This design comes from an exercise in tuning for small area on the open sky130 flow, not from production work.
Only simulation tests tie the RTL to the original design; equivalence was not proved.
No activity file was given, so power comes from the tool's default toggle rates.

==> flow/design.v <==
`timescale 1ns / 1ps
module game_state(
    input wire clk,
    input wire reset,
    input wire upd,
    input wire start_game,
    input wire game_over,
    input wire restart,
    output reg [1:0] state
    );
    localparam
        GAME_INITIAL = 2'd0,
        GAME_PLAYING = 2'd1,
        GAME_OVER    = 2'd2;
    reg [1:0] next_state;
    always @ (posedge clk) begin
        if (reset)
            state <= GAME_INITIAL;
        else if (upd)
            state <= next_state;
    end
    always @ (*) begin
        next_state = state;
        case (state)
            GAME_INITIAL: begin
                if (start_game & ~restart)
                    next_state = GAME_PLAYING;
            end
            GAME_PLAYING: begin
                if (game_over)
                    next_state = GAME_OVER;
                else if (restart)
                    next_state = GAME_INITIAL;
            end
            GAME_OVER: begin
                if (restart)
                    next_state = GAME_INITIAL;
            end
            default: ;
        endcase
    end
endmodule
`timescale 1ns / 1ps
module bird(
    input wire clk,
    input wire reset,
    input wire upd,
    input wire rst,
    input wire start,
    input wire kill,
    input wire jump,
    input wire fall,
    output reg  [8:0] y,
    output reg  [2:0] state,
    output reg  [1:0] animation_state
    );
    localparam
        BIRD_INITIAL    = 3'd0,
        BIRD_ASCENDING  = 3'd1,
        BIRD_DESCENDING = 3'd2,
        BIRD_JUMPING    = 3'd3,  
        BIRD_FALLING    = 3'd4,  
        BIRD_DYING      = 3'd5;
    localparam
        BIRD_INITIAL_Y = 180;
    localparam [6:0] CHAIN_LAST = 7'd111;
    reg [2:0] next_state;
    reg [4:0] animation_counter;
    reg big;
    reg [8:0] q;
    reg [3:0] r;
    wire above = big | (y < q) | ((y == q) & (r != 4'd0));
    wire [9:0] y_down = {1'b0, y} + {1'b0, q};
    wire over = big | (y_down > 10'd376);
    wire slow = ~big & (q == 9'd0) & (r < 4'd4);
    wire [8:0] inc_q = (r == 4'd9) ? q + 9'd1 : q;
    wire [3:0] inc_r = (r == 4'd9) ? 4'd0 : r + 4'd1;
    wire dec_wrap = (q == 9'd0) & (r == 4'd0);
    wire [8:0] dec_q = (r == 4'd0) ? q - 9'd1 : q;
    wire [3:0] dec_r = (r == 4'd0) ? 4'd9 : r - 4'd1;
    wire [3:0] g = (dec_r == 4'd0) ? 4'd0 : dec_r - 4'd1;
    wire [9:0] d = {1'b0, dec_q} - {6'd0, g};
    wire d_pos = ~d[9] & (d != 10'd0);
    wire [9:0] d_neg = 10'd0 - d;
    wire [8:0] d9 = d[8:0];
    wire [5:0] d_div = d9 / 9'd10;
    wire [3:0] d_mod = d9 % 9'd10;
    wire [8:0] b_q = d_pos ? dec_q - {3'd0, d_div} - {8'd0, (d_mod != 4'd0)} : dec_q;
    wire [3:0] b_r = d_pos ? ((d_mod == 4'd0) ? 4'd0 : 4'd10 - d_mod) : d_neg[3:0];
    always @ (posedge clk) begin
        if (reset) begin
            state <= BIRD_INITIAL;
            y <= BIRD_INITIAL_Y;
            animation_counter <= 0;
            big <= 1'b0;
            q <= 9'd0;
            r <= 4'd0;
        end
        else if (upd) begin
            state <= next_state;
            case (state)
                BIRD_INITIAL: begin
                    y <= BIRD_INITIAL_Y;
                    animation_counter <= animation_counter + 1;
                    big <= 1'b0; q <= 9'd0; r <= 4'd0;
                end
                BIRD_ASCENDING, BIRD_JUMPING: begin
                    animation_counter <= animation_counter + 1;
                    if (above) begin
                        y <= 0;
                        big <= 1'b0; q <= 9'd0; r <= 4'd0;
                    end
                    else begin
                        y <= y - q;
                        if (state == BIRD_JUMPING) begin
                            q <= 9'd5; r <= 4'd0;
                        end
                        else if (dec_wrap) begin
                            big <= 1'b1; q <= 9'd0;
                        end
                        else begin
                            q <= dec_q; r <= dec_r;
                        end
                    end
                end
                BIRD_DESCENDING, BIRD_FALLING: begin
                    animation_counter <= animation_counter + 1;
                    if (over) begin
                        if (big) begin
                            if (q[6:0] == CHAIN_LAST) begin
                                big <= 1'b0; q <= 9'd356; r <= 4'd5;
                            end
                            else
                                q <= q + 9'd1;
                        end
                        else if (dec_wrap) begin
                            big <= 1'b1; q <= 9'd1;
                        end
                        else begin
                            q <= b_q; r <= b_r;
                        end
                    end
                    else begin
                        y <= y_down[8:0];
                        if (state == BIRD_FALLING) begin
                            q <= 9'd3; r <= 4'd0;
                        end
                        else begin
                            q <= inc_q; r <= inc_r;
                        end
                    end
                end
                BIRD_DYING: begin
                    if (over) begin
                        y <= 376;
                        big <= 1'b0; q <= 9'd0; r <= 4'd0;
                    end
                    else begin
                        y <= y_down[8:0];
                        q <= inc_q; r <= inc_r;
                    end
                end
                default: ;
            endcase
        end
    end
    always @ (*) begin
        if (state == BIRD_DYING)
            animation_state = 2'd3;
        else begin
            case (animation_counter[4:3])
                2'd0: animation_state = 2'd0;
                2'd1: animation_state = 2'd1;
                2'd2: animation_state = 2'd2;
                2'd3: animation_state = 2'd1;
            endcase
        end
    end
    always @ (*) begin
        next_state = state;
        case (state)
            BIRD_INITIAL: begin
                if (start & ~rst)
                    next_state = BIRD_DESCENDING;
            end
            BIRD_ASCENDING: begin
                if (rst)
                    next_state = BIRD_INITIAL;
                else if (kill)
                    next_state = BIRD_DYING;
                else if (jump)
                    next_state = BIRD_JUMPING;
                else if (fall)
                    next_state = BIRD_FALLING;
                else if (slow)
                    next_state = BIRD_DESCENDING;
                else if (above)
                    next_state = BIRD_DESCENDING;
            end
            BIRD_DESCENDING: begin
                if (rst)
                    next_state = BIRD_INITIAL;
                else if (kill)
                    next_state = BIRD_DYING;
                else if (jump)
                    next_state = BIRD_JUMPING;
                else if (fall)
                    next_state = BIRD_FALLING;
                else if (over)
                    next_state = BIRD_ASCENDING;
            end
            BIRD_JUMPING:
                next_state = BIRD_ASCENDING;
            BIRD_FALLING:
                next_state = BIRD_DESCENDING;
            BIRD_DYING: begin
                if (rst)
                    next_state = BIRD_INITIAL;
            end
            default: ;
        endcase
    end
endmodule
`timescale 1ns / 1ps
module target(
    input wire [28:0] t,
    input wire rst,
    input wire start,
    input wire [2:0] din,
    output reg [28:0] t_next,
    output wire died2
    );
    localparam
        TARGET_INITIAL = 2'd0,
        TARGET_FLYING  = 2'd1,
        TARGET_DYING   = 2'd2;
    wire [1:0] state = t[1:0];
    wire [9:0] x = t[11:2];
    wire [8:0] y = t[20:12];
    wire shot = t[21];
    wire [6:0] vy = t[28:22];
    wire [8:0] y_data = {6'd0, din} * 9'd40 + 9'd48;
    wire on_lane = (y == 9'd48) || (y == 9'd88) || (y == 9'd128) || (y == 9'd168) ||
                   (y == 9'd208) || (y == 9'd248) || (y == 9'd288) || (y == 9'd328);
    wire x_end = (x >= 10'd990) && (x <= 10'd993);
    wire y_end = (y >= 9'd400);
    wire [8:0] y_fall = y + {5'd0, vy / 7'd10};
    assign died2 = (state != TARGET_FLYING) && (vy == 7'd1);
    reg [1:0] next_state;
    always @ (*) begin
        next_state = state;
        case (state)
            TARGET_INITIAL: begin
                if (start & ~rst)
                    next_state = TARGET_FLYING;
            end
            TARGET_FLYING: begin
                if (rst)
                    next_state = TARGET_INITIAL;
                else if (x_end || y_end || !on_lane)
                    next_state = TARGET_INITIAL;
                else if (shot)
                    next_state = TARGET_DYING;
            end
            TARGET_DYING: begin
                if (rst)
                    next_state = TARGET_INITIAL;
                else if (x_end || y_end)
                    next_state = TARGET_INITIAL;
            end
            default: ;
        endcase
    end
    always @ (*) begin
        case (state)
            TARGET_INITIAL:
                t_next = {7'd0, 1'b0, y_data, 10'd640, next_state};
            TARGET_FLYING:
                t_next = {vy, 1'b0, y, x - 10'd3, next_state};
            TARGET_DYING:
                t_next = {vy + 7'd1, 1'b0, y_fall, x - 10'd2, next_state};
            default:
                t_next = {vy, 1'b0, y, x, next_state};
        endcase
    end
endmodule
`timescale 1ns / 1ps
module bullet(
    input wire [25:0] b,
    input wire [1:0] kind,
    input wire rst,
    input wire fire,
    input wire [8:0] y_din,
    output reg [25:0] b_next
    );
    localparam
        BULLET_INITIAL = 1'b0,
        BULLET_FIRING  = 1'b1;
    wire state = b[0];
    wire [11:0] x4 = b[12:1];
    wire [12:0] y16 = b[25:13];
    wire [9:0] x = x4[11:2];
    wire [8:0] y = y16[12:4];
    wire [11:0] vx4 = (kind == 2'd1) ? 12'd20 : 12'd19;
    wire [12:0] vy16 = (kind == 2'd0) ? 13'd25 : (kind == 2'd2) ? 13'h1fe7 : 13'd0;
    reg next_state;
    always @ (*) begin
        next_state = state;
        case (state)
            BULLET_INITIAL: begin
                if (fire & ~rst)
                    next_state = BULLET_FIRING;
            end
            BULLET_FIRING: begin
                if (rst)
                    next_state = BULLET_INITIAL;
                if (x >= 640 || y >= 400)
                    next_state = BULLET_INITIAL;
            end
        endcase
    end
    always @ (*) begin
        if (state == BULLET_INITIAL)
            b_next = {y_din, 4'h0, 12'd512, next_state};
        else
            b_next = {y16 + vy16, x4 + vx4, next_state};
    end
endmodule
`timescale 1ns / 1ps
module score_counter(
    input wire clk,
    input wire reset,
    input wire clr,
    input wire inc,
    output reg [31:0] number
    );
    reg [5:0] hi;
    wire wrap = (hi == 6'd42) && (number == 32'h94967295);
    reg [31:0] nxt;
    reg carry;
    integer d;
    always @ (*) begin
        carry = 1'b1;
        for (d = 0; d < 8; d = d + 1) begin
            if (carry && number[d*4 +: 4] == 4'd9) begin
                nxt[d*4 +: 4] = 4'd0;
            end
            else begin
                nxt[d*4 +: 4] = number[d*4 +: 4] + {3'd0, carry};
                carry = 1'b0;
            end
        end
    end
    always @ (posedge clk) begin
        if (reset || clr) begin
            number <= 32'd0;
            hi <= 6'd0;
        end
        else if (inc) begin
            if (wrap) begin
                number <= 32'd0;
                hi <= 6'd0;
            end
            else begin
                number <= nxt;
                hi <= hi + {5'd0, carry};
            end
        end
    end
endmodule
`timescale 1ns / 1ps
module danmaku_engine(
    input wire clk,
    input wire rst,
    input wire tick,
    input wire key_valid,
    input wire [7:0] key_code,
    input wire [2:0] rnd,
    input wire [3:0] rd_sel,
    output wire [1:0] game_state,
    output wire [8:0] bird_y,
    output wire [2:0] bird_state,
    output wire [1:0] bird_anim,
    output wire [31:0] score_bcd,
    output reg [22:0] rd_data
    );
    localparam
        GAME_INITIAL = 2'd0,
        GAME_PLAYING = 2'd1,
        GAME_OVER    = 2'd2;
    localparam TW = 29;    
    localparam BW = 26;    
    reg [2:0] step;        
    reg fresh;             
    reg [2:0] ph6, ph7;    
    wire t_pass = tick | (step <= 3'd5);
    wire b_pass = tick | (step != 3'd7);
    wire upd    = ~tick & (step == 3'd6);
    wire sweep  = ~tick & (step == 3'd7);
    wire clear  = rst | (fresh & ~tick);
    always @ (posedge clk) begin
        if (rst) begin
            step <= 3'd7;
            fresh <= 1'b1;
            ph6 <= 3'd0;
            ph7 <= 3'd0;
        end
        else begin
            if (tick) begin
                step <= 3'd1;
                fresh <= 1'b0;
            end
            else if (step != 3'd7)
                step <= step + 3'd1;
            ph6 <= (ph6 == 3'd5) ? 3'd0 : ph6 + 3'd1;
            ph7 <= (ph7 == 3'd6) ? 3'd0 : ph7 + 3'd1;
        end
    end
    reg [2:0] rnd_q;
    reg key_q, up_q, down_q, esc_q;
    wire [2:0] rnd_f = tick ? rnd : rnd_q;
    always @ (posedge clk) begin
        rnd_q <= rnd_f;
        if (tick) begin
            key_q  <= key_valid;
            up_q   <= key_valid && (key_code == 8'h75);
            down_q <= key_valid && (key_code == 8'h72);
            esc_q  <= key_valid && (key_code == 8'h76);
        end
    end
    reg game_over;
    game_state game_state_handler (
        .clk(clk),
        .reset(rst),
        .upd(upd),
        .start_game(key_q),
        .game_over(game_over),
        .restart(esc_q),
        .state(game_state)
    );
    wire g_init = (game_state == GAME_INITIAL);
    wire g_play = (game_state == GAME_PLAYING);
    bird bird_instance (
        .clk(clk),
        .reset(rst),
        .upd(upd),
        .rst(g_init),
        .start(g_play),
        .kill(game_state == GAME_OVER),
        .jump(up_q),
        .fall(down_q),
        .y(bird_y),
        .state(bird_state),
        .animation_state(bird_anim)
    );
    reg [4:0] slow_phase;
    wire slow_level = (slow_phase < 5'd13);
    wire slow_edge = (slow_phase == 5'd24);
    reg [2:0] t_sel;       
    reg b_sel;             
    always @ (posedge clk) begin
        if (rst) begin
            slow_phase <= 0;
            t_sel <= 0;
            b_sel <= 0;
        end
        else if (upd) begin
            slow_phase <= slow_edge ? 5'd0 : slow_phase + 5'd1;
            if (slow_edge && g_play) begin
                t_sel <= (t_sel == 3'd5) ? 3'd0 : t_sel + 3'd1;
                b_sel <= ~b_sel;
            end
        end
    end
    reg [6*TW-1:0] tr;
    reg [7*BW-1:0] br;
    wire [TW-1:0] t_last = tr[6*TW-1 -: TW];
    wire [BW-1:0] b_last = br[7*BW-1 -: BW];
    wire [2:0] t_idx = (ph6 == 3'd0) ? 3'd5 : 3'd5 - ph6;
    wire [2:0] b_idx = 3'd6 - ph7;
    wire [TW-1:0] t_upd;
    wire died2;
    target target_instance (
        .t(t_last),
        .rst(g_init),
        .start((t_idx == t_sel) & slow_level & g_play),
        .din(rnd_f),
        .t_next(t_upd),
        .died2(died2)
    );
    reg [1:0] busy;        
    wire b_grp = (b_idx >= 3'd3);
    wire [1:0] b_kind = (b_idx == 3'd0 || b_idx == 3'd3) ? 2'd0 :
                        (b_idx == 3'd1 || b_idx == 3'd4) ? 2'd1 : 2'd2;
    wire [BW-1:0] b_upd;
    bullet bullet_instance (
        .b(b_last),
        .kind(b_kind),
        .rst(g_init),
        .fire((b_grp == b_sel) & ~busy[b_grp] & g_play),
        .y_din(bird_y + 9'd7),
        .b_next(b_upd)
    );
    wire [9:0] tx = t_last[11:2];
    wire [8:0] ty = t_last[20:12];
    wire [9:0] bx = b_last[12:3];
    wire [8:0] by = b_last[25:17];
    wire hit = b_last[0] &&
               ({1'b0, bx} + 11'd3 >= {1'b0, tx}) && ({1'b0, bx} < {1'b0, tx} + 11'd30) &&
               ({1'b0, by} + 10'd5 >= {1'b0, ty}) && ({1'b0, by} < {1'b0, ty} + 10'd22);
    wire bird_hit = (t_last[1:0] == 2'd1) &&
                    (tx >= 10'd75) && (tx <= 10'd126) &&
                    ({1'b0, bird_y} + 10'd20 >= {1'b0, ty}) && ({1'b0, bird_y} < {1'b0, ty} + 10'd20);
    wire b_real = (b_idx != 3'd6);
    always @ (posedge clk) begin
        if (clear) begin
            tr <= {tr[5*TW-1:0], 7'd0, 1'b0, 9'd0, 10'd640, 2'd0};
            br <= {br[6*BW-1:0], {BW{1'b0}}};
        end
        else begin
            if (t_pass)
                tr <= {tr[5*TW-1:0], t_upd};
            else
                tr <= {tr[5*TW-1:0], t_last[TW-1:22], t_last[21] | (sweep & hit), t_last[20:0]};
            if (b_pass)
                br <= {br[6*BW-1:0], b_real ? b_upd : {BW{1'b0}}};
            else
                br <= {br[6*BW-1:0], b_last};
        end
    end
    always @ (posedge clk) begin
        if (rst || upd) begin
            game_over <= 1'b0;
            busy <= 2'b00;
        end
        else if (sweep) begin
            if (bird_hit)
                game_over <= 1'b1;
            if (b_real && b_last[0])
                busy[b_grp] <= 1'b1;
        end
    end
    score_counter score_counter (
        .clk(clk),
        .reset(rst),
        .clr(t_pass & g_init),
        .inc(t_pass & died2),
        .number(score_bcd)
    );
    wire [3:0] t_sum = {1'b0, rd_sel[2:0]} + {1'b0, ph6};
    wire [2:0] t_pos = (t_sum >= 4'd6) ? t_sum[2:0] - 3'd6 : t_sum[2:0];
    wire [3:0] b_k = rd_sel - 4'd6;
    wire [3:0] b_sum = b_k + {1'b0, ph7};
    wire [2:0] b_pos = (b_sum >= 4'd7) ? b_sum[2:0] - 3'd7 : b_sum[2:0];
    reg [TW-1:0] t_rd;
    reg [BW-1:0] b_rd;
    integer i;
    always @ (*) begin
        t_rd = {TW{1'b0}};
        for (i = 0; i < 6; i = i + 1)
            if (t_pos == i)
                t_rd = tr[i*TW +: TW];
        b_rd = {BW{1'b0}};
        for (i = 0; i < 7; i = i + 1)
            if (b_pos == i)
                b_rd = br[i*BW +: BW];
    end
    wire [4:0] t_n = 5'd0 - (t_rd[6:2] + {t_rd[25:22], 1'b0});
    wire [4:0] t_anim_cnt = {t_n[4:0], 3'd0} + {t_n[4:0], 1'b0} + t_n[4:0];
    wire [1:0] t_anim = (t_rd[1:0] == 2'd2) ? 2'd3 :
                        (t_anim_cnt[4:3] == 2'd3) ? 2'd1 : t_anim_cnt[4:3];
    always @ (*) begin
        if (rd_sel < 4'd6)
            rd_data = {t_rd[1:0], t_anim, t_rd[11:2], t_rd[20:12]};
        else if (rd_sel < 4'd12)
            rd_data = {1'b0, b_rd[0], 2'b00, b_rd[12:3], b_rd[25:17]};
        else
            rd_data = 23'd0;
    end
endmodule
==> flow/run.sh <==
#!/bin/bash
# synth_recipe.tcl (not shown) runs the flow's synth.tcl, then flattens the netlist and writes it again
# the make line also repeats each setting of config.mk as NAME=value (left out here)
make -C /OpenROAD-flow-scripts/flow DESIGN_CONFIG=/design/flow/config.mk WORK_HOME=/design/flow/orfs CLKGATE_MAP_FILE= SYNTH_SCRIPT=/design/flow/synth_recipe.tcl finish
==> flow/config.mk <==
export PLATFORM = sky130hd
export DESIGN_NAME = danmaku_engine
export DESIGN_NICKNAME = danmaku_engine
export VERILOG_FILES = /design/flow/design.v
export SDC_FILE = /design/flow/constraint.sdc
export NUM_CORES = 4
export LEC_CHECK = 0
export CAP_MARGIN = 20
export CORE_MARGIN = 2
export CORE_UTILIZATION = 40
export PLACE_DENSITY = 0.6
export SLEW_MARGIN = 20
==> flow/constraint.sdc <==
create_clock -name core_clock -period 60.0 [get_ports {clk}]
set_input_delay 12.0000 -clock core_clock [delete_from_list [all_inputs] [get_ports {clk}]]
set_output_delay 12.0000 -clock core_clock [all_outputs]
set_load 0.01 [all_outputs]
==> reports/metrics.cfg, run 1 <==
[layout]
finalNetCount = 2992
drive_gt1_frac = 0.0720
multi_input_area_sq_mm = 0.0138
final_cell_area_sq_mm = 0.0272
antennaDiodeCount = 0
fin_util = 0.460
syn2layout_area_growth_pct = 13.3
final.fill_count = 5628
finalNonFillerCells = 3579
regArea_sq_mm = 0.00917

[yosys]
synthDominantCellAreaShare = 0.377
yosys.cell_types.count = 110
number_of_synthesized_flops_with_an_enable_pin = 4
syn_area_sq_mm = 0.0240
synth-adder-area-share = 0.113
post-synth-top-count-cell = sky130_fd_sc_hd__dfxtp_1
yosys_register_bits = 456
synth-compound-area-share = 0.214
postSynth.asyncResetShare = 0
syn-num-nets = 2979
synth_simple_gate_area_frac = 0.166
synth_common_cells = 452 x sky130_fd_sc_hd__dfxtp_1, 256 x sky130_fd_sc_hd__nand2_1, 224 x sky130_fd_sc_hd__a21oi_1
muxShareOfSynthArea = 0.0205
synth_area_per_cell_sq_um = 8.72
yosys_warnings = 6
yosys.area_share.xor_xnor = 0.0581
synth_flop_cell = sky130_fd_sc_hd__dfxtp_1
synth_top_family_by_area = compound AO/OA/AOI/OAI gates
yosys-top-cells-area = sky130_fd_sc_hd__dfxtp_1 38%, sky130_fd_sc_hd__ha_1 10%, sky130_fd_sc_hd__a21oi_1 4.7%
post-synth-top-area-cell = sky130_fd_sc_hd__dfxtp_1
seq_area_frac_synth = 0.382
synth_cells = 2753

[timing]
final_report_setup_violation_count = 0
worst_hold_slack_ps = 320
worst_slack_ps = 28940
drv_slew = 0
final.setup.tns_ps = 0
final_min_period_over_clock_period = 0.518
relSlewSlack = 0.292
worst-slew-pin-transition_ps = 1060
clock.fmax_mhz = 32.2
unrepaired_setup_endpoints_after_global_routing = false
layout_min_cycle_time_ps = 31060
final_hold_violation_count = 0
timing.clock.skew_ps = 17.0

[power]
part_of_the_total_power_dissipated_in_combinational_logic = 0.271
totalPowerFinal_uw = 879
ir_drop_v = 0.0000242
power_per_cell_area_mw_per_mm2 = 32.3
power_leakage_nw = 10.4
net-switching-power_uw = 282
p_int_uw = 597
power.share.sequential = 0.366
swShare = 0.321
clock_power_share = 0.363

[route]
detail_route.iter0.violations = 1566
via_per_inst = 5.75
detail_route.drc_violations = 0
vias = 20600
detail-route-antenna-nets = 0
route.detailed.wl_per_inst_microns = 20.3
drt-pass1-iter-count = 8
route.final.wire_length_mm = 72.5

[worst_setup_path]
path_class = in -> out
cp-start-kind = input pin
cp.required_ps = 48000
endpoint_kind = primary output
critical_path_arrival_ps = 19060
worst-path-max-fanout = 39

[status]
status = complete, no violations

[clock_tree]
clk_transition_reported_paths_ps = 60
post-cts-setup-buffers = 0
cts_max_level = 2
holdBufCountCts = 0
clockBufferDepth = 3
cts_tree = built
cts_resized = 0
num_clock_sinks = 456
insertion_delay_ps = 590
cts_buffers = 49
clk_root_buffer_cell = sky130_fd_sc_hd__clkbuf_16

[floorplan]
start_util = 0.406
io_pins = 90
die_w_microns = 249
core_region_area_sq_mm = 0.0591
die_height_microns = 249
fp-row-count = 89
dieArea_sq_mm = 0.0620

[global_route]
largest_net_degree_at_the_start_of_global_routing = 49
grt_antenna_before_repair = 0
grt_first_pass_wirelength_mm = 114
grt_pass1_vias = 20100
gr-total-overflow = 0
grt_use_total = 0.227

[place]
dpl_cell_area_sq_mm = 0.0255
gpl.final_weighted_congestion = 0.897
placement.io_buffers = 89
pre_cts_slack_ps = 28980
post-dp-hpwl_mm = 52.2
numPlacedInstances = 3487

[worst_hold_path]
worst_hold_path_type = reg -> reg

[job]
maxCapViolCount = 0

==> registers in the layout, summed over array words and instances, names as in the netlist, 4 cells and up <==
register and count:
br 182, tr 174, score_counter.number 32, bird_instance.q 9, bird_instance.y 9, score_counter.hi 6, bird_instance.animation_counter 5, slow_phase 5
bird_instance.r 4
==> cell type report <==
class	instances	share of cell area
inverters	134	0.0185
repair buffers	117	0.0403
multi-input cells	2008	0.506
flip-flops and latches	456	0.337
clock inverters	24	0.0108
clock buffers	67	0.0524
well taps	773	0.0355
==> metal layers <==
metal  vias to the layer above  part of all wire  global-route usage
li1                       9912                 -                   -
met1                      9863              0.43               0.293
met2                       647              0.47               0.387
met3                       146             0.059              0.0303
met4                         0             0.034              0.0850
met5                         -                 0                   0
==> final timing paths <==
kind / startpoint / endpoint / slack, ps / cells past startpoint
setup / recovery: rd_sel[1] / rd_data[20] / 28940 / 26
hold / removal: br[80] / br[106] / 320 / 0
setup reg to reg: bird_instance.r[0] / bird_instance.q[8] / 49940 / 38
hold reg to reg: br[80] / br[106] / 320 / 0
==> kinds of logic (layout without fill, tap and decap cells) <==
| family | count (synthesis) | count (layout) |
|---|---|---|
| AO/OA/AOI/OAI | 776 | 776 |
| AND/OR/NAND/NOR | 822 | 822 |
| flip-flops | 456 | 456 |
| multiplexers | 46 | 46 |
| buffers and inverters | 289 | 342 |
| adder cells (fa/ha/maj) | 209 | 209 |
| XOR/XNOR | 155 | 155 |
==> critical path, stage by stage <==
cell and delay (ps):
sky130_fd_sc_hd__clkdlybuf4s50_1 460, sky130_fd_sc_hd__ha_1 310, sky130_fd_sc_hd__a21o_1 190, sky130_fd_sc_hd__a21oi_1 740, sky130_fd_sc_hd__nor2_1 190, sky130_fd_sc_hd__mux2_2 610
sky130_fd_sc_hd__a221o_1 480, sky130_fd_sc_hd__o22ai_1 160, sky130_fd_sc_hd__nor2_1 90, sky130_fd_sc_hd__ha_1 270, sky130_fd_sc_hd__inv_1 80, sky130_fd_sc_hd__ha_1 180
sky130_fd_sc_hd__inv_1 60, sky130_fd_sc_hd__fa_1 420, sky130_fd_sc_hd__xnor2_1 180, sky130_fd_sc_hd__fa_1 520, sky130_fd_sc_hd__inv_1 60, sky130_fd_sc_hd__fa_1 420
sky130_fd_sc_hd__xnor2_1 170, sky130_fd_sc_hd__xnor2_1 150, sky130_fd_sc_hd__xnor2_1 160, sky130_fd_sc_hd__xnor2_1 100, sky130_fd_sc_hd__xnor2_1 240, sky130_fd_sc_hd__nand2_1 80
sky130_fd_sc_hd__a21oi_1 150, sky130_fd_sc_hd__clkdlybuf4s50_1 570
==> layout by cell type, fill, tap and decap left out, drive strengths merged, types with 20 or more instances in the layout <==
master	netlist	layout
a211oi	20	20
a21o	27	27
a21oi	225	225
a222oi	28	28
a22oi	39	39
a31oi	40	40
buf	26	29
clkbuf	129	67
clkdlybuf4s50	0	88
dfxtp	452	452
ha	194	194
inv	129	131
mux2	26	26
mux2i	20	20
nand2	259	259
nand2b	36	36
nand3	59	59
nand4	28	28
nor2	225	225
nor2b	36	36
nor3	61	61
nor4	20	20
o211ai	36	36
o21ai	161	161
o22ai	35	35
xnor2	109	109
xor2	46	46
==> power groups by stage <==
stage / clock network, mW / logic [mW] / registers, mW
after global placement: 0 / 0.231 / 0.328
after global routing: 0.337 / 0.262 / 0.322
after detailed placement: 0 / 0.236 / 0.328
final: 0.319 / 0.239 / 0.321
after CTS: 0.325 / 0.237 / 0.321
after floorplan: 0 / 0.172 / 0.322
==> run 2, diff against run 1 <==
--- a/flow/design.v
+++ b/flow/design.v
@@ -64,28 +64,95 @@
     localparam
         BIRD_INITIAL_Y = 180;
-    localparam [6:0] CHAIN_LAST = 7'd111;
     reg [2:0] next_state;
     reg [4:0] animation_counter;
     reg big;
-    reg [8:0] q;
-    reg [3:0] r;
-    wire above = big | (y < q) | ((y == q) & (r != 4'd0));
-    wire [9:0] y_down = {1'b0, y} + {1'b0, q};
-    wire over = big | (y_down > 10'd376);
-    wire slow = ~big & (q == 9'd0) & (r < 4'd4);
-    wire [8:0] inc_q = (r == 4'd9) ? q + 9'd1 : q;
-    wire [3:0] inc_r = (r == 4'd9) ? 4'd0 : r + 4'd1;
-    wire dec_wrap = (q == 9'd0) & (r == 4'd0);
-    wire [8:0] dec_q = (r == 4'd0) ? q - 9'd1 : q;
-    wire [3:0] dec_r = (r == 4'd0) ? 4'd9 : r - 4'd1;
-    wire [3:0] g = (dec_r == 4'd0) ? 4'd0 : dec_r - 4'd1;
-    wire [9:0] d = {1'b0, dec_q} - {6'd0, g};
-    wire d_pos = ~d[9] & (d != 10'd0);
-    wire [9:0] d_neg = 10'd0 - d;
-    wire [8:0] d9 = d[8:0];
-    wire [5:0] d_div = d9 / 9'd10;
-    wire [3:0] d_mod = d9 % 9'd10;
-    wire [8:0] b_q = d_pos ? dec_q - {3'd0, d_div} - {8'd0, (d_mod != 4'd0)} : dec_q;
-    wire [3:0] b_r = d_pos ? ((d_mod == 4'd0) ? 4'd0 : 4'd10 - d_mod) : d_neg[3:0];
+    reg [1:0] v3;
+    reg [3:0] v2, v1, v0;
+    wire up_st = (state == BIRD_ASCENDING) || (state == BIRD_JUMPING);
+    wire down_st = (state == BIRD_DESCENDING) || (state == BIRD_FALLING);
+    wire [8:0] vy = {v3, 6'd0} + {v3, 5'd0} + {5'd0, v3, 2'd0} +
+                    {2'd0, v2, 3'd0} + {4'd0, v2, 1'b0} + {5'd0, v1};
+    wire [9:0] s = {1'b0, y} + (up_st ? {1'b1, ~vy} : {1'b0, vy}) + {9'd0, up_st};
+    wire above = big | s[9] | ((s[8:0] == 9'd0) & (v0 != 4'd0));
+    wire over = big | (s > 10'd376);
+    wire slow = ~big & (v3 == 2'd0) & (v2 == 4'd0) & (v1 == 4'd0) & (v0 < 4'd4);
+    wire zero = (v3 == 2'd0) & (v2 == 4'd0) & (v1 == 4'd0) & (v0 == 4'd0);
+    wire dn = up_st | (down_st & ~big & over);
+    wire [3:0] e0 = dn ? 4'd0 : 4'd9;
+    wire c0 = (v0 == e0);
+    wire c1 = c0 & (v1 == e0);
+    wire c2 = c1 & (v2 == e0);
+    wire [3:0] p0 = c0 ? (dn ? 4'd9 : 4'd0) : (dn ? v0 - 4'd1 : v0 + 4'd1);
+    wire [3:0] p1 = c0 ? (c1 ? (dn ? 4'd9 : 4'd0) : (dn ? v1 - 4'd1 : v1 + 4'd1)) : v1;
+    wire [3:0] p2 = c1 ? (c2 ? (dn ? 4'd9 : 4'd0) : (dn ? v2 - 4'd1 : v2 + 4'd1)) : v2;
+    wire [1:0] p3 = c2 ? (dn ? v3 - 2'd1 : v3 + 2'd1) : v3;
+    wire [4:0] m0 = {1'b0, p0} - {1'b0, p1} - {4'd0, (p0 != 4'd0)};
+    wire [3:0] b0 = m0[4] ? m0[3:0] + 4'd10 : m0[3:0];
+    wire [4:0] m1 = {1'b0, p1} - {1'b0, p2} - {4'd0, m0[4]};
+    wire [3:0] b1 = m1[4] ? m1[3:0] + 4'd10 : m1[3:0];
+    wire [4:0] m2 = {1'b0, p2} - {3'b0, p3} - {4'd0, m1[4]};
+    wire [3:0] b2 = m2[4] ? m2[3:0] + 4'd10 : m2[3:0];
+    wire [1:0] b3 = p3 - {1'b0, m2[4]};
+    reg [8:0] y_n;
+    reg big_n;
+    reg [13:0] v_n;
+    wire [13:0] v_pm = {p3, p2, p1, p0};
+    wire [13:0] v_b = {b3, b2, b1, b0};
+    always @ (*) begin
+        y_n = y; big_n = big; v_n = {v3, v2, v1, v0};
+        case (state)
+            BIRD_INITIAL: begin
+                y_n = BIRD_INITIAL_Y;
+                big_n = 1'b0; v_n = 14'd0;
+            end
+            BIRD_ASCENDING, BIRD_JUMPING: begin
+                if (above) begin
+                    y_n = 9'd0;
+                    big_n = 1'b0; v_n = 14'd0;
+                end
+                else begin
+                    y_n = s[8:0];
+                    if (state == BIRD_JUMPING)
+                        v_n = {2'd0, 4'd0, 4'd5, 4'd0};
+                    else if (zero) begin
+                        big_n = 1'b1; v_n = 14'd0;
+                    end
+                    else
+                        v_n = v_pm;
+                end
+            end
+            BIRD_DESCENDING, BIRD_FALLING: begin
+                if (over) begin
+                    if (big) begin
+                        if (v_n == {2'd0, 4'd1, 4'd1, 4'd1}) begin
+                            big_n = 1'b0; v_n = {2'd3, 4'd5, 4'd6, 4'd5};
+                        end
+                        else
+                            v_n = v_pm;
+                    end
+                    else
+                        v_n = v_b;
+                end
+                else begin
+                    y_n = s[8:0];
+                    if (state == BIRD_FALLING)
+                        v_n = {2'd0, 4'd0, 4'd3, 4'd0};
+                    else
+                        v_n = v_pm;
+                end
+            end
+            BIRD_DYING: begin
+                if (over) begin
+                    y_n = 9'd376;
+                    big_n = 1'b0; v_n = 14'd0;
+                end
+                else begin
+                    y_n = s[8:0];
+                    v_n = v_pm;
+                end
+            end
+            default: ;
+        endcase
+    end
     always @ (posedge clk) begin
         if (reset) begin
@@ -94,73 +161,13 @@
             animation_counter <= 0;
             big <= 1'b0;
-            q <= 9'd0;
-            r <= 4'd0;
+            {v3, v2, v1, v0} <= 14'd0;
         end
         else if (upd) begin
             state <= next_state;
-            case (state)
-                BIRD_INITIAL: begin
-                    y <= BIRD_INITIAL_Y;
-                    animation_counter <= animation_counter + 1;
-                    big <= 1'b0; q <= 9'd0; r <= 4'd0;
-                end
-                BIRD_ASCENDING, BIRD_JUMPING: begin
-                    animation_counter <= animation_counter + 1;
-                    if (above) begin
-                        y <= 0;
-                        big <= 1'b0; q <= 9'd0; r <= 4'd0;
-                    end
-                    else begin
-                        y <= y - q;
-                        if (state == BIRD_JUMPING) begin
-                            q <= 9'd5; r <= 4'd0;
-                        end
-                        else if (dec_wrap) begin
-                            big <= 1'b1; q <= 9'd0;
-                        end
-                        else begin
-                            q <= dec_q; r <= dec_r;
-                        end
-                    end
-                end
-                BIRD_DESCENDING, BIRD_FALLING: begin
-                    animation_counter <= animation_counter + 1;
-                    if (over) begin
-                        if (big) begin
-                            if (q[6:0] == CHAIN_LAST) begin
-                                big <= 1'b0; q <= 9'd356; r <= 4'd5;
-                            end
-                            else
-                                q <= q + 9'd1;
-                        end
-                        else if (dec_wrap) begin
-                            big <= 1'b1; q <= 9'd1;
-                        end
-                        else begin
-                            q <= b_q; r <= b_r;
-                        end
-                    end
-                    else begin
-                        y <= y_down[8:0];
-                        if (state == BIRD_FALLING) begin
-                            q <= 9'd3; r <= 4'd0;
-                        end
-                        else begin
-                            q <= inc_q; r <= inc_r;
-                        end
-                    end
-                end
-                BIRD_DYING: begin
-                    if (over) begin
-                        y <= 376;
-                        big <= 1'b0; q <= 9'd0; r <= 4'd0;
-                    end
-                    else begin
-                        y <= y_down[8:0];
-                        q <= inc_q; r <= inc_r;
-                    end
-                end
-                default: ;
-            endcase
+            if (state < BIRD_DYING)
+                animation_counter <= animation_counter + 1;
+            y <= y_n;
+            big <= big_n;
+            {v3, v2, v1, v0} <= v_n;
         end
     end
@@ -477,5 +484,5 @@
     wire [TW-1:0] t_last = tr[6*TW-1 -: TW];
     wire [BW-1:0] b_last = br[7*BW-1 -: BW];
-    wire [2:0] t_idx = (ph6 == 3'd0) ? 3'd5 : 3'd5 - ph6;
+    wire [2:0] t_idx = 3'd5 - ph6;
     wire [2:0] b_idx = 3'd6 - ph7;
     wire [TW-1:0] t_upd;
@@ -506,10 +513,10 @@
     wire [9:0] bx = b_last[12:3];
     wire [8:0] by = b_last[25:17];
-    wire hit = b_last[0] &&
-               ({1'b0, bx} + 11'd3 >= {1'b0, tx}) && ({1'b0, bx} < {1'b0, tx} + 11'd30) &&
-               ({1'b0, by} + 10'd5 >= {1'b0, ty}) && ({1'b0, by} < {1'b0, ty} + 10'd22);
+    wire [11:0] dx = {2'b0, bx} + 12'd3 - {2'b0, tx};
+    wire [10:0] dy = {2'b0, by} + 11'd5 - {2'b0, ty};
+    wire hit = b_last[0] && (dx <= 12'd32) && (dy <= 11'd26);
+    wire [10:0] dby = {2'b0, bird_y} + 11'd20 - {2'b0, ty};
     wire bird_hit = (t_last[1:0] == 2'd1) &&
-                    (tx >= 10'd75) && (tx <= 10'd126) &&
-                    ({1'b0, bird_y} + 10'd20 >= {1'b0, ty}) && ({1'b0, bird_y} < {1'b0, ty} + 10'd20);
+                    (tx >= 10'd75) && (tx <= 10'd126) && (dby <= 11'd39);
     wire b_real = (b_idx != 3'd6);
     always @ (posedge clk) begin
@@ -553,28 +560,39 @@
     wire [3:0] b_sum = b_k + {1'b0, ph7};
     wire [2:0] b_pos = (b_sum >= 4'd7) ? b_sum[2:0] - 3'd7 : b_sum[2:0];
-    reg [TW-1:0] t_rd;
-    reg [BW-1:0] b_rd;
+    wire t_on = (rd_sel < 4'd6);
+    wire b_on = (rd_sel >= 4'd6) && (rd_sel < 4'd12);
+    reg [5:0] t_hot;
+    reg [6:0] b_hot;
     integer i;
     always @ (*) begin
-        t_rd = {TW{1'b0}};
         for (i = 0; i < 6; i = i + 1)
-            if (t_pos == i)
-                t_rd = tr[i*TW +: TW];
-        b_rd = {BW{1'b0}};
+            t_hot[i] = t_on && (t_pos == i);
         for (i = 0; i < 7; i = i + 1)
-            if (b_pos == i)
-                b_rd = br[i*BW +: BW];
+            b_hot[i] = b_on && (b_pos == i);
     end
-    wire [4:0] t_n = 5'd0 - (t_rd[6:2] + {t_rd[25:22], 1'b0});
-    wire [4:0] t_anim_cnt = {t_n[4:0], 3'd0} + {t_n[4:0], 1'b0} + t_n[4:0];
-    wire [1:0] t_anim = (t_rd[1:0] == 2'd2) ? 2'd3 :
-                        (t_anim_cnt[4:3] == 2'd3) ? 2'd1 : t_anim_cnt[4:3];
+    reg [9:0] rx;
+    reg [8:0] ry;
+    reg [1:0] rs;
+    reg [3:0] rv;
+    reg rbs;
     always @ (*) begin
-        if (rd_sel < 4'd6)
-            rd_data = {t_rd[1:0], t_anim, t_rd[11:2], t_rd[20:12]};
-        else if (rd_sel < 4'd12)
-            rd_data = {1'b0, b_rd[0], 2'b00, b_rd[12:3], b_rd[25:17]};
-        else
-            rd_data = 23'd0;
+        rx = 10'd0; ry = 9'd0; rs = 2'd0; rv = 4'd0; rbs = 1'b0;
+        for (i = 0; i < 6; i = i + 1) begin
+            rx = rx | ({10{t_hot[i]}} & tr[i*TW+2 +: 10]);
+            ry = ry | ({9{t_hot[i]}} & tr[i*TW+12 +: 9]);
+            rs = rs | ({2{t_hot[i]}} & tr[i*TW +: 2]);
+            rv = rv | ({4{t_hot[i]}} & tr[i*TW+22 +: 4]);
+        end
+        for (i = 0; i < 7; i = i + 1) begin
+            rx = rx | ({10{b_hot[i]}} & br[i*BW+3 +: 10]);
+            ry = ry | ({9{b_hot[i]}} & br[i*BW+17 +: 9]);
+            rbs = rbs | (b_hot[i] & br[i*BW]);
+        end
     end
+    wire [4:0] t_n = 5'd0 - (rx[4:0] + {rv, 1'b0});
+    wire [4:0] t_anim_cnt = {t_n[4:0], 3'd0} + {t_n[4:0], 1'b0} + t_n[4:0];
+    wire [1:0] t_anim = ~t_on ? 2'd0 : (rs == 2'd2) ? 2'd3 :
+                        (t_anim_cnt[4:3] == 2'd3) ? 2'd1 : t_anim_cnt[4:3];
+    always @ (*)
+        rd_data = {rs[1], rs[0] | rbs, t_anim, rx, ry};
 endmodule
--- a/flow/config.mk
+++ b/flow/config.mk
@@ -6,4 +6,5 @@
 export NUM_CORES = 4
 export LEC_CHECK = 0
+export ABC_AREA = 1
 export CAP_MARGIN = 20
 export CORE_MARGIN = 2
==> reports/metrics.cfg, run 2 <==
[yosys]
postSynth.asyncResetShare = 0  ; unchanged
synthDominantCellAreaShare = 0.416  ; +0.0390
yosys.cell_types.count = 73  ; -34%
syn_area_sq_mm = 0.0218  ; -9.2%
synth_cells = 2660  ; -3.4%
synth_common_cells = 526 x sky130_fd_sc_hd__nand2_1, 453 x sky130_fd_sc_hd__dfxtp_1, 347 x sky130_fd_sc_hd__inv_1
post-synth-top-count-cell = sky130_fd_sc_hd__nand2_1
yosys-top-cells-area = sky130_fd_sc_hd__dfxtp_1 42%, sky130_fd_sc_hd__ha_1 10%, sky130_fd_sc_hd__nand2_1 9.1%
syn-num-nets = 2884  ; -3.2%
yosys_warnings = 6  ; unchanged
post-synth-top-area-cell = sky130_fd_sc_hd__dfxtp_1
synth_area_per_cell_sq_um = 8.20  ; -6.0%
seq_area_frac_synth = 0.421  ; +0.0395
synth_flop_cell = sky130_fd_sc_hd__dfxtp_1
yosys_register_bits = 457  ; +0.22%
number_of_synthesized_flops_with_an_enable_pin = 4  ; unchanged

[worst_setup_path]
reg2reg_slack_ps = 49100  ; -840 ps
critical_path_arrival_ps = 19610  ; +550 ps
critPathSlowestCell = sky130_fd_sc_hd__nor2_1
path_class = in -> out
r2r_end = bird_instance.v2[3]
worst-path-max-fanout = 12  ; -69%
endpoint_kind = primary output
cp-start-kind = input pin
critical_path.n_buffers_inverters = 9  ; +4
cp.required_ps = 48000  ; about the same
reg2reg_path_depth = 65  ; +71%
worstReg2RegStart = bird_instance.v2[0]
critical-path-top-cell-by-count = sky130_fd_sc_hd__inv_1
critPathMaxStageDelay_ps = 580  ; -160 ps
cpLargestDelayFamily = adder cells

[timing]
clock.fmax_mhz = 31.6  ; -1.7%
drv_slew = 0  ; unchanged
relSlewSlack = 0.324  ; +0.0320
final_hold_violation_count = 0  ; unchanged
timing.clock.skew_ps = 19.8  ; +2.87 ps
final.setup.tns_ps = 0  ; unchanged
unrepaired_setup_endpoints_after_global_routing = false
worst-slew-pin-transition_ps = 1010  ; -50.5 ps
final_min_period_over_clock_period = 0.527  ; +0.00903
final_report_setup_violation_count = 0  ; unchanged
layout_min_cycle_time_ps = 31610  ; +542 ps

[worst_hold_path]
worst_hold_path.num_cells = 0  ; unchanged
min_to = tr[108]
holdCritStartpoint = tr[79]
worst_hold_path_type = reg -> reg

[place]
post-dp-hpwl_mm = 48.9  ; -6.4%
gpl.final_weighted_congestion = 0.926  ; +3.2%
numPlacedInstances = 3404  ; -2.4%
dpl_cell_area_sq_mm = 0.0234  ; -8.1%
placement.io_buffers = 89  ; unchanged

[floorplan]
io_pins = 90  ; unchanged
fp-row-count = 85  ; -4.5%
core_region_area_sq_mm = 0.0538  ; -9.0%
start_util = 0.405  ; -0.000801
die_height_microns = 238  ; -4.6%
dieArea_sq_mm = 0.0564  ; -9.0%
die_w_microns = 238  ; -4.6%

[route]
route.detailed.wl_per_inst_microns = 18.8  ; -7.4%
detail-route-antenna-nets = 0  ; unchanged
route.final.wire_length_mm = 65.6  ; -9.5%
detail_route.drc_violations = 0  ; unchanged
detail_route.iter0.violations = 1601  ; +2.2%
vias = 18600  ; -9.4%
drt-pass1-iter-count = 6  ; -2
via_per_inst = 5.33  ; -7.3%

[clock_tree]
post-cts-setup-buffers = 0  ; unchanged
cts_buffers = 49  ; unchanged
cts_resized = 0  ; unchanged
clk_transition_reported_paths_ps = 70  ; about the same
clk_root_buffer_cell = sky130_fd_sc_hd__clkbuf_16
insertion_delay_ps = 600  ; about the same
cts_tree = built
cts_max_level = 2  ; unchanged
holdBufCountCts = 0  ; unchanged
clockBufferDepth = 3  ; unchanged
num_clock_sinks = 457  ; +0.22%

[layout]
syn2layout_area_growth_pct = 15.2
drive_gt1_frac = 0.0635  ; -0.00844
largest_register_ff_count = 182  ; unchanged
biggestRegsByFlops = br (182), tr (174), score_counter.number (32)
multi_input_area_sq_mm = 0.0110  ; -20%
finalNonFillerCells = 3497  ; -2.3%
finalNetCount = 2984  ; -0.27%
regMostFlops = br
final_cell_area_sq_mm = 0.0251  ; -7.6%
antennaDiodeCount = 0  ; unchanged
final_common_cell = sky130_fd_sc_hd__nand2_1
final.fill_count = 5218  ; -7.3%
mostFrequentLayoutCells = 526 x sky130_fd_sc_hd__nand2_1, 453 x sky130_fd_sc_hd__dfxtp_1, 347 x sky130_fd_sc_hd__inv_1, 184 x sky130_fd_sc_hd__nor2_1, 179 x sky130_fd_sc_hd__ha_1
regArea_sq_mm = 0.00919  ; +0.22%

[global_route]
grt_antenna_before_repair = 1  ; +1
largest_net_degree_at_the_start_of_global_routing = 42  ; -14%
grt_pass1_vias = 18200  ; -9.4%
gr-total-overflow = 0  ; unchanged
grt_use_total = 0.232  ; +0.00429
grt_first_pass_wirelength_mm = 103  ; -9.8%

[power]
power_per_cell_area_mw_per_mm2 = 28.7  ; -11%
power_leakage_nw = 10.8  ; +4.2%
totalPowerFinal_uw = 721  ; -18%
ir_drop_v = 0.0000181  ; -25%

[status]
status = complete, no violations

[job]
maxCapViolCount = 0  ; unchanged

-- run 2: worst register-to-register path: cells and delay by family, from the launching register on --
kind | cells | cell delay [ps]
AO/OA/AOI/OAI | 8 | 1180
XOR/XNOR | 4 | 750
adder cells (fa/ha/maj) | 13 | 4430
buffers and inverters | 16 | 1300
flip-flops | 1 | 500
AND/OR/NAND/NOR | 24 | 2590
-- run 2: layer usage --
metal,share of wire,vias up,track usage
met5,0.00018,-,0
met2,0.45,570,0.380
li1,-,9088,-
met4,0.030,2,0.0707
met1,0.45,8861,0.310
met3,0.067,113,0.0419
-- run 2: power by group --
part / switching [mW] / internal (mW) / leakage (nW)
sequential: 0.00799 / 0.313 / 3.71
combinational: 0.0536 / 0.0279 / 6.28
clock: 0.129 / 0.189 / 0.838
total: 0.191 / 0.530 / 10.8
-- run 2: per-stage QoR --
| stage | hold WS [ps] | worst slack (ps) | utilization |
|---|---|---|---|
| floorplan | 310 | 30510 | - |
| global placement | 311 | 28570 | 0.435 |
| detailed placement | 312 | 28420 | 0.435 |
| CTS | 309 | 28360 | 0.467 |
| global route | 325 | 27870 | 0.467 |
| finish | 312 | 28390 | 0.467 |
-- run 2: worst max-delay path by stage --
stage	startpoint	cells after the start	to
2_1_floorplan	rd_sel[1]	32	rd_data[20]
3_3_place_gp	rd_sel[1]	34	rd_data[20]
3_5_place_dp	rd_sel[1]	34	rd_data[20]
4_1_cts	rd_sel[1]	34	rd_data[20]
5_1_grt	rd_sel[1]	34	rd_data[20]
6_report	rd_sel[1]	33	rd_data[20]
-- run 2: kinds of logic (layout without fill, tap and decap cells) --
kind of cell,after synthesis,after routing,synth area share
AND/OR/NAND/NOR,996,996,0.203
XOR/XNOR,82,82,0.0336
adder cells (fa/ha/maj),205,205,0.127
flip-flops,457,457,0.421
buffers and inverters,419,560,0.0756
AO/OA/AOI/OAI,501,501,0.140
-- run 2: final cells by class --
cell class	count	share of cell area
timing repair buffer	108	0.0411
clock buffer	66	0.0550
tap	696	0.0346
multi-input combinational	1784	0.437
sequential	457	0.366
clock inverter	26	0.0129
inverter	360	0.0538
==> run 3, diff against run 2 <==
==> flow/flow/run.sh (new file) <==
#!/bin/bash
# Standard ORFS layout, with smaller port buffers and a clock tree of
# clkbuf_8 cells without dummy loads. Each tool's output is kept in
# standard.log (make and ORFS) and ORFS's own logs under orfs/logs.
set -euo pipefail
export BUFFER_PORTS_ARGS="-buffer_cell sky130_fd_sc_hd__buf_1"
export CTS_ARGS="-sink_clustering_enable -repair_clock_nets -dont_use_dummy_load -buf_list sky130_fd_sc_hd__clkbuf_8 -root_buf sky130_fd_sc_hd__clkbuf_8 -sink_clustering_size 16 -sink_clustering_max_diameter 60"
bash standard.sh > standard.log 2>&1
==> flow/standard.sh (new file) <==
#!/bin/bash
# synth_recipe.tcl (not shown) runs the flow's synth.tcl, then flattens the netlist and writes it again
# the make line also repeats each setting of config.mk as NAME=value (left out here)
make -C /OpenROAD-flow-scripts/flow DESIGN_CONFIG=/design/flow/config.mk WORK_HOME=/design/flow/orfs CLKGATE_MAP_FILE= SYNTH_SCRIPT=/design/flow/synth_recipe.tcl "${@:-finish}"
removed: flow/run.sh
==> reports/metrics.cfg, run 3 <==
[place]
dpl_cell_area_sq_mm = 0.0229  ; -2.4%
gpl.final_weighted_congestion = 0.933  ; +0.73%
placement.io_buffers = 89  ; unchanged
pre_cts_slack_ps = 29150  ; +727 ps
post-dp-hpwl_mm = 48.6  ; -0.61%

[yosys]
yosys_register_bits = 457  ; unchanged
postSynth.asyncResetShare = 0  ; unchanged
yosys-top-cells-area = sky130_fd_sc_hd__dfxtp_1 42%, sky130_fd_sc_hd__ha_1 10%, sky130_fd_sc_hd__nand2_1 9.1%
syn_area_sq_mm = 0.0218  ; unchanged
post-synth-top-area-cell = sky130_fd_sc_hd__dfxtp_1
synth_common_cells = 526 x sky130_fd_sc_hd__nand2_1, 453 x sky130_fd_sc_hd__dfxtp_1, 347 x sky130_fd_sc_hd__inv_1
synth_flop_cell = sky130_fd_sc_hd__dfxtp_1
synth_cells = 2660  ; unchanged
synth_area_per_cell_sq_um = 8.20  ; unchanged
synthDominantCellAreaShare = 0.416  ; unchanged
yosys.cell_types.count = 73  ; unchanged
syn-num-nets = 2884  ; unchanged
yosys_warnings = 6  ; unchanged
post-synth-top-count-cell = sky130_fd_sc_hd__nand2_1
number_of_synthesized_flops_with_an_enable_pin = 4  ; unchanged
seq_area_frac_synth = 0.421  ; unchanged

[floorplan]
io_pins = 90  ; unchanged
dieArea_sq_mm = 0.0564  ; unchanged
die_w_microns = 238  ; unchanged
core_region_area_sq_mm = 0.0538  ; unchanged
start_util = 0.405  ; unchanged
fp-row-count = 85  ; unchanged
die_height_microns = 238  ; unchanged

[route]
route.final.wire_length_mm = 64.5  ; -1.7%
detail_route.drc_violations = 0  ; unchanged
detail-route-antenna-nets = 0  ; unchanged
route.detailed.wl_per_inst_microns = 18.7  ; -0.22%
drt-pass1-iter-count = 5  ; -1
vias = 18400  ; -1.0%
via_per_inst = 5.35  ; +0.43%
detail_route.iter0.violations = 1558  ; -2.7%

[worst_setup_path]
critical_path_arrival_ps = 18950  ; -660 ps
critical-path-top-cell-by-count = sky130_fd_sc_hd__inv_1
critPathSlowestCell = sky130_fd_sc_hd__nor2_1
path_class = in -> out
reg2reg_path_depth = 64  ; -1.5%
reg2reg_slack_ps = 49130  ; +30 ps
critical_path.startpoint = rd_sel[1]
r2r_end = bird_instance.v2[3]
endpoint_kind = primary output
critPathMaxStageDelay_ps = 630  ; +50 ps
cp-start-kind = input pin
cp.required_ps = 48000  ; about the same
worst-path-max-fanout = 12  ; unchanged
worstReg2RegStart = bird_instance.v2[0]

[clock_tree]
cts_resized = 0  ; unchanged
holdBufCountCts = 0  ; unchanged
clockBufferDepth = 3  ; unchanged
insertion_delay_ps = 640  ; +40 ps
num_clock_sinks = 457  ; unchanged
post-cts-setup-buffers = 0  ; unchanged
cts_buffers = 41  ; -16%
clk_root_buffer_cell = sky130_fd_sc_hd__clkbuf_8
cts_max_level = 2  ; unchanged
clk_transition_reported_paths_ps = 80  ; about the same
cts_tree = built

[power]
power_per_cell_area_mw_per_mm2 = 23.9  ; -17%
power_leakage_nw = 10.1  ; -7.0%
ir_drop_v = 0.0000123  ; -32%

[layout]
final_cell_area_sq_mm = 0.0234  ; -6.8%
biggestRegsByFlops = br (182), tr (174), score_counter.number (32)
syn2layout_area_growth_pct = 7.42
regMostFlops = br
mostFrequentLayoutCells = 526 x sky130_fd_sc_hd__nand2_1, 453 x sky130_fd_sc_hd__dfxtp_1, 347 x sky130_fd_sc_hd__inv_1, 184 x sky130_fd_sc_hd__nor2_1, 179 x sky130_fd_sc_hd__ha_1
finalNetCount = 2975  ; -0.30%
final.fill_count = 5393  ; +3.4%
drive_gt1_frac = 0.0502  ; -0.0133
largest_register_ff_count = 182  ; unchanged
final_common_cell = sky130_fd_sc_hd__nand2_1

[timing]
worst_slack_ps = 29050  ; +652 ps
relSlewSlack = 0.231  ; -0.0924
worst-slew-pin-transition_ps = 1150  ; +137 ps
timing.clock.skew_ps = 55.2  ; +35.4 ps
final.setup.tns_ps = 0  ; unchanged
worst_hold_slack_ps = 288  ; -23.6 ps
unrepaired_setup_endpoints_after_global_routing = false
final_hold_violation_count = 0  ; unchanged
layout_min_cycle_time_ps = 30950  ; -652 ps
final_report_setup_violation_count = 0  ; unchanged
drv_slew = 0  ; unchanged
clock.fmax_mhz = 32.3  ; +2.1%
final_min_period_over_clock_period = 0.516  ; -0.0109

[global_route]
grt_first_pass_wirelength_mm = 101  ; -1.5%
grt_pass1_vias = 18000  ; -1.1%
grt_use_total = 0.229  ; -0.00217
grt_antenna_before_repair = 2  ; +1
gr-total-overflow = 0  ; unchanged
largest_net_degree_at_the_start_of_global_routing = 42  ; unchanged

[worst_hold_path]
min_to = br[92]
worst_hold_path_type = reg -> reg
holdCritStartpoint = br[66]
worst_hold_path.num_cells = 0  ; unchanged

[status]
status = complete, no violations

[job]
maxCapViolCount = 0  ; unchanged

[run 3: worst max path at each step]
stage	slack [ps]	to
floorplan	30510	rd_data[20]
global placement	29370	rd_data[20]
detailed placement	29150	rd_data[20]
CTS	29140	rd_data[20]
global route	28460	rd_data[20]
finish	29050	rd_data[20]
[run 3: metrics by stage]
| step | utilization | cells | power, mW |
|---|---|---|---|
| finish | 0.435 | 3446 | 0.559 |
| floorplan | - | 2660 | 0.375 |
| global placement | 0.425 | 3404 | 0.401 |
| detailed placement | 0.425 | 3404 | 0.403 |
| global route | 0.435 | 3446 | 0.584 |
| CTS | 0.435 | 3445 | 0.564 |
[run 3: area by class of cell]
type                       instances  area (sq um)  area share
antenna                            1          2.50    0.000107
clock buffer                      41           564      0.0241
inverter                         360          1350      0.0577
multi-input combinational       1784         11000       0.469
sequential                       457          9190       0.392
tap                              696           871      0.0372
timing repair buffer             107           469      0.0200
[run 3: cells by family after synthesis]
kind of cell / count (synthesis) / synth area share
xor+xnor: 82 / 0.0336
simple gates: 996 / 0.203
flops: 457 / 0.421
buf+inv: 419 / 0.0756
fa+ha+maj: 205 / 0.127
compound gates: 501 / 0.140
[run 3: report_power, final]
part | internal, mW | switching, mW | leakage [nW] | total [mW]
clock | 0.0612 | 0.100 | 0.295 | 0.161
combinational | 0.0242 | 0.0538 | 6.07 | 0.0780
sequential | 0.312 | 0.00785 | 3.71 | 0.320
total | 0.398 | 0.162 | 10.1 | 0.559
[run 3: worst max-delay path, delay by kind of cell]
kind            cells  cell delay (ps)
simple gates        7             1490
buf+inv             9             1250
compound gates      2              230
fa+ha+maj           8             2450
xor+xnor            7             1510
[run 3: routing by layer]
metal / up-vias / GRT usage / wire length, microns / share of wire
met3: 108 / 0.0417 / 4450 / 0.069
met2: 579 / 0.376 / 29500 / 0.46
met1: 8729 / 0.311 / 29000 / 0.45
li1: 9024 / - / - / -
met5: - / 0 / 13 / 0.00020
met4: 2 / 0.0612 / 1590 / 0.025
==> run 4, diff against run 3 <==
==> flow/flow/run.sh (replaced) <==
#!/bin/bash
# Standard ORFS layout, with smaller port buffers and a clock tree of
# clkbuf_4 cells without dummy loads. Each tool's output is kept in
# standard.log (make and ORFS) and ORFS's own logs under orfs/logs.
set -euo pipefail
export BUFFER_PORTS_ARGS="-buffer_cell sky130_fd_sc_hd__buf_1"
export CTS_ARGS="-sink_clustering_enable -repair_clock_nets -dont_use_dummy_load -buf_list sky130_fd_sc_hd__clkbuf_4 -root_buf sky130_fd_sc_hd__clkbuf_8 -sink_clustering_size 10 -sink_clustering_max_diameter 40"
bash standard.sh > standard.log 2>&1
==> reports/metrics.cfg, run 4 <==
[status]
status = complete, no violations

[clock_tree]
clockBufferDepth = 3  ; unchanged
post-cts-setup-buffers = 0  ; unchanged
clk_transition_reported_paths_ps = 90  ; about the same
num_clock_sinks = 457  ; unchanged
cts_buffers = 72  ; +76%
cts_resized = 0  ; unchanged
clk_root_buffer_cell = sky130_fd_sc_hd__clkbuf_8
insertion_delay_ps = 680  ; +40 ps
cts_tree = built
holdBufCountCts = 0  ; unchanged
cts_max_level = 3  ; +1

[place]
placement.io_buffers = 89  ; unchanged
gpl.final_weighted_congestion = 0.933  ; unchanged
post-dp-hpwl_mm = 48.6  ; unchanged

[timing]
worst-slew-pin-transition_ps = 1140  ; -10.9 ps
final.setup.tns_ps = 0  ; unchanged
layout_min_cycle_time_ps = 30950  ; -0.900 ps
final_min_period_over_clock_period = 0.516  ; about the same
final_report_setup_violation_count = 0  ; unchanged
clock.fmax_mhz = 32.3  ; about the same
final_hold_violation_count = 0  ; unchanged
timing.clock.skew_ps = 93.7  ; +38.4 ps
relSlewSlack = 0.239  ; +0.00729
drv_slew = 0  ; unchanged
unrepaired_setup_endpoints_after_global_routing = false

[route]
detail_route.drc_violations = 0  ; unchanged
via_per_inst = 5.36  ; +0.14%
vias = 18600  ; +1.1%
route.detailed.wl_per_inst_microns = 18.6  ; -0.45%
detail_route.iter0.violations = 1450  ; -6.9%
drt-pass1-iter-count = 6  ; +1
route.final.wire_length_mm = 64.8  ; +0.50%
detail-route-antenna-nets = 0  ; unchanged

[yosys]
number_of_synthesized_flops_with_an_enable_pin = 4  ; unchanged
synthDominantCellAreaShare = 0.416  ; unchanged
postSynth.asyncResetShare = 0  ; unchanged
yosys_register_bits = 457  ; unchanged
seq_area_frac_synth = 0.421  ; unchanged
synth_area_per_cell_sq_um = 8.20  ; unchanged
synth_flop_cell = sky130_fd_sc_hd__dfxtp_1
synth_common_cells = 526 x sky130_fd_sc_hd__nand2_1, 453 x sky130_fd_sc_hd__dfxtp_1, 347 x sky130_fd_sc_hd__inv_1
syn_area_sq_mm = 0.0218  ; unchanged
post-synth-top-area-cell = sky130_fd_sc_hd__dfxtp_1
post-synth-top-count-cell = sky130_fd_sc_hd__nand2_1
yosys_warnings = 6  ; unchanged
syn-num-nets = 2884  ; unchanged
yosys.cell_types.count = 73  ; unchanged
synth_cells = 2660  ; unchanged
yosys-top-cells-area = sky130_fd_sc_hd__dfxtp_1 42%, sky130_fd_sc_hd__ha_1 10%, sky130_fd_sc_hd__nand2_1 9.1%

[layout]
mostFrequentLayoutCells = 526 x sky130_fd_sc_hd__nand2_1, 453 x sky130_fd_sc_hd__dfxtp_1, 347 x sky130_fd_sc_hd__inv_1, 184 x sky130_fd_sc_hd__nor2_1, 179 x sky130_fd_sc_hd__ha_1
biggestRegsByFlops = br (182), tr (174), score_counter.number (32)
final_common_cell = sky130_fd_sc_hd__nand2_1
finalNetCount = 3006  ; +1.0%
syn2layout_area_growth_pct = 7.60
drive_gt1_frac = 0.0608  ; +0.0106
fin_util = 0.436  ; +0.000698
largest_register_ff_count = 182  ; unchanged
regMostFlops = br

[global_route]
grt_antenna_before_repair = 2  ; unchanged
grt_pass1_vias = 18300  ; +1.5%
grt_first_pass_wirelength_mm = 102  ; +0.66%
gr-total-overflow = 0  ; unchanged
largest_net_degree_at_the_start_of_global_routing = 42  ; unchanged
grt_use_total = 0.231  ; +0.00190

[worst_setup_path]
cp.required_ps = 48000  ; about the same
critPathMaxStageDelay_ps = 630  ; about the same
cp-start-kind = input pin
critical_path_arrival_ps = 18950  ; about the same
worst-path-max-fanout = 12  ; unchanged
critical-path-top-cell-by-count = sky130_fd_sc_hd__inv_1
path_class = in -> out
critPathSlowestCell = sky130_fd_sc_hd__nor2_1
endpoint_kind = primary output

[power]
ir_drop_v = 0.0000111  ; -10%
power_per_cell_area_mw_per_mm2 = 24.0  ; +0.62%
power.share.sequential = 0.568  ; -0.004
p_int_uw = 399  ; +0.22%
swShare = 0.293  ; +0.00390
part_of_the_total_power_dissipated_in_combinational_logic = 0.139  ; about the same
clock_power_share = 0.293  ; +0.005
net-switching-power_uw = 165  ; +2.1%
power_leakage_nw = 10.1  ; +0.59%

[floorplan]
start_util = 0.405  ; unchanged
io_pins = 90  ; unchanged
fp-row-count = 85  ; unchanged
die_height_microns = 238  ; unchanged
die_w_microns = 238  ; unchanged
dieArea_sq_mm = 0.0564  ; unchanged
core_region_area_sq_mm = 0.0538  ; unchanged

[worst_hold_path]
worst_hold_path_type = reg -> reg

[job]
maxCapViolCount = 0  ; unchanged

==> run 4: cell counts after synthesis <==
Identical to the previous run, type by type.
==> run 4: power by group through the flow <==
stage	sequential, mW	combinational (mW)	clock, mW
after detailed placement	0.327	0.0764	0
after global placement	0.327	0.0746	0
final	0.320	0.0783	0.165
after global routing	0.321	0.0868	0.182
after floorplan	0.323	0.0522	0
after CTS	0.320	0.0769	0.171
==> run 4: cell type report <==
cell class | count | area [sq um]
clock buffer | 72 | 597
sequential | 457 | 9190
antenna | 3 | 7.51
tap | 696 | 871
timing repair buffer | 107 | 469
inverter | 360 | 1350
multi-input combinational | 1784 | 11000
fill | 5437 | 30300
==> run 4: kinds of logic after synthesis <==
family,share of synthesized area
compound gates,0.140
xor+xnor,0.0336
fa+ha+maj,0.127
buf+inv,0.0756
flops,0.421
simple gates,0.203
==> run 4: path summary, 6_finish.rpt <==
path | slack [ps] | depth (start not counted) | startpoint | end
max reg2reg | 49130 | 64 | bird_instance.v2[0] | bird_instance.v2[3]
min reg2reg | 280 | 0 | br[66] | br[92]
max | 29050 | 33 | rd_sel[1] | rd_data[20]
min | 280 | 0 | br[66] | br[92]
==> run 4: per-stage QoR <==
stage / power (mW) / cells / cell area (sq um) / setup WS [ps] / hold WS, ps
floorplan: 0.375 / 2660 / 21800 / 30510 / 310
global placement: 0.401 / 3404 / 22900 / 29370 / 312
detailed placement: 0.403 / 3404 / 22900 / 29150 / 314
CTS: 0.567 / 3476 / 23500 / 29140 / 280
global route: 0.590 / 3477 / 23500 / 28480 / 289
finish: 0.564 / 3479 / 23500 / 29050 / 279
==> run 4: routing by layer <==
layer | track usage | share of wire | up-vias
li1 | - | - | 9119
met1 | 0.309 | 0.45 | 8802
met2 | 0.373 | 0.45 | 595
met3 | 0.0468 | 0.068 | 126
met4 | 0.0791 | 0.031 | 2
met5 | 0 | 0.00020 | -
==> run 4: worst max-delay path, delay by kind of cell <==
family | cells | cell delay, ps
AOI/OAI and AO/OA | 2 | 230
and+or+nand+nor | 7 | 1490
adders and majority gates | 8 | 2460
xor gates and xnor gates | 7 | 1520
buffers and inverters | 9 | 1250

-- re-timing with driven ports --
The flow's constraints put no driver on any port. The routed layouts listed below were extracted and timed again, unchanged, in two steps. Step 1, drivers: a clkbuf_16 drives clk and a buf_2 each remaining input, both assumed. Step 2 adds t to the input delays and takes it off the output delays; t is the mean of the earliest and latest rising clock arrival at the registers after step 1. Input paths then give back, and output paths get back, about the clock's delay inside the block. Three values: no drivers, after step 1, after step 2; two values: the first two.
| run | t, ns | slack for setup (ns) | worst setup path at the end | latest minus earliest clock arrival (ns) |
|---|---|---|---|---|
| run 1 | 0.631 | 28.935 / 28.909 / 28.909 | input to output | 0.017 / 0.017 |
| run 2 | 0.653 | 28.393 / 28.343 / 28.343 | input to output | 0.023 / 0.023 |
| run 3 | 0.670 | 29.045 / 28.988 / 28.988 | input to output | 0.058 / 0.058 |
| run 4 | 0.681 | 29.046 / 28.989 / 28.989 | input to output | 0.105 / 0.105 |
After both steps setup and hold are still met in every run listed.
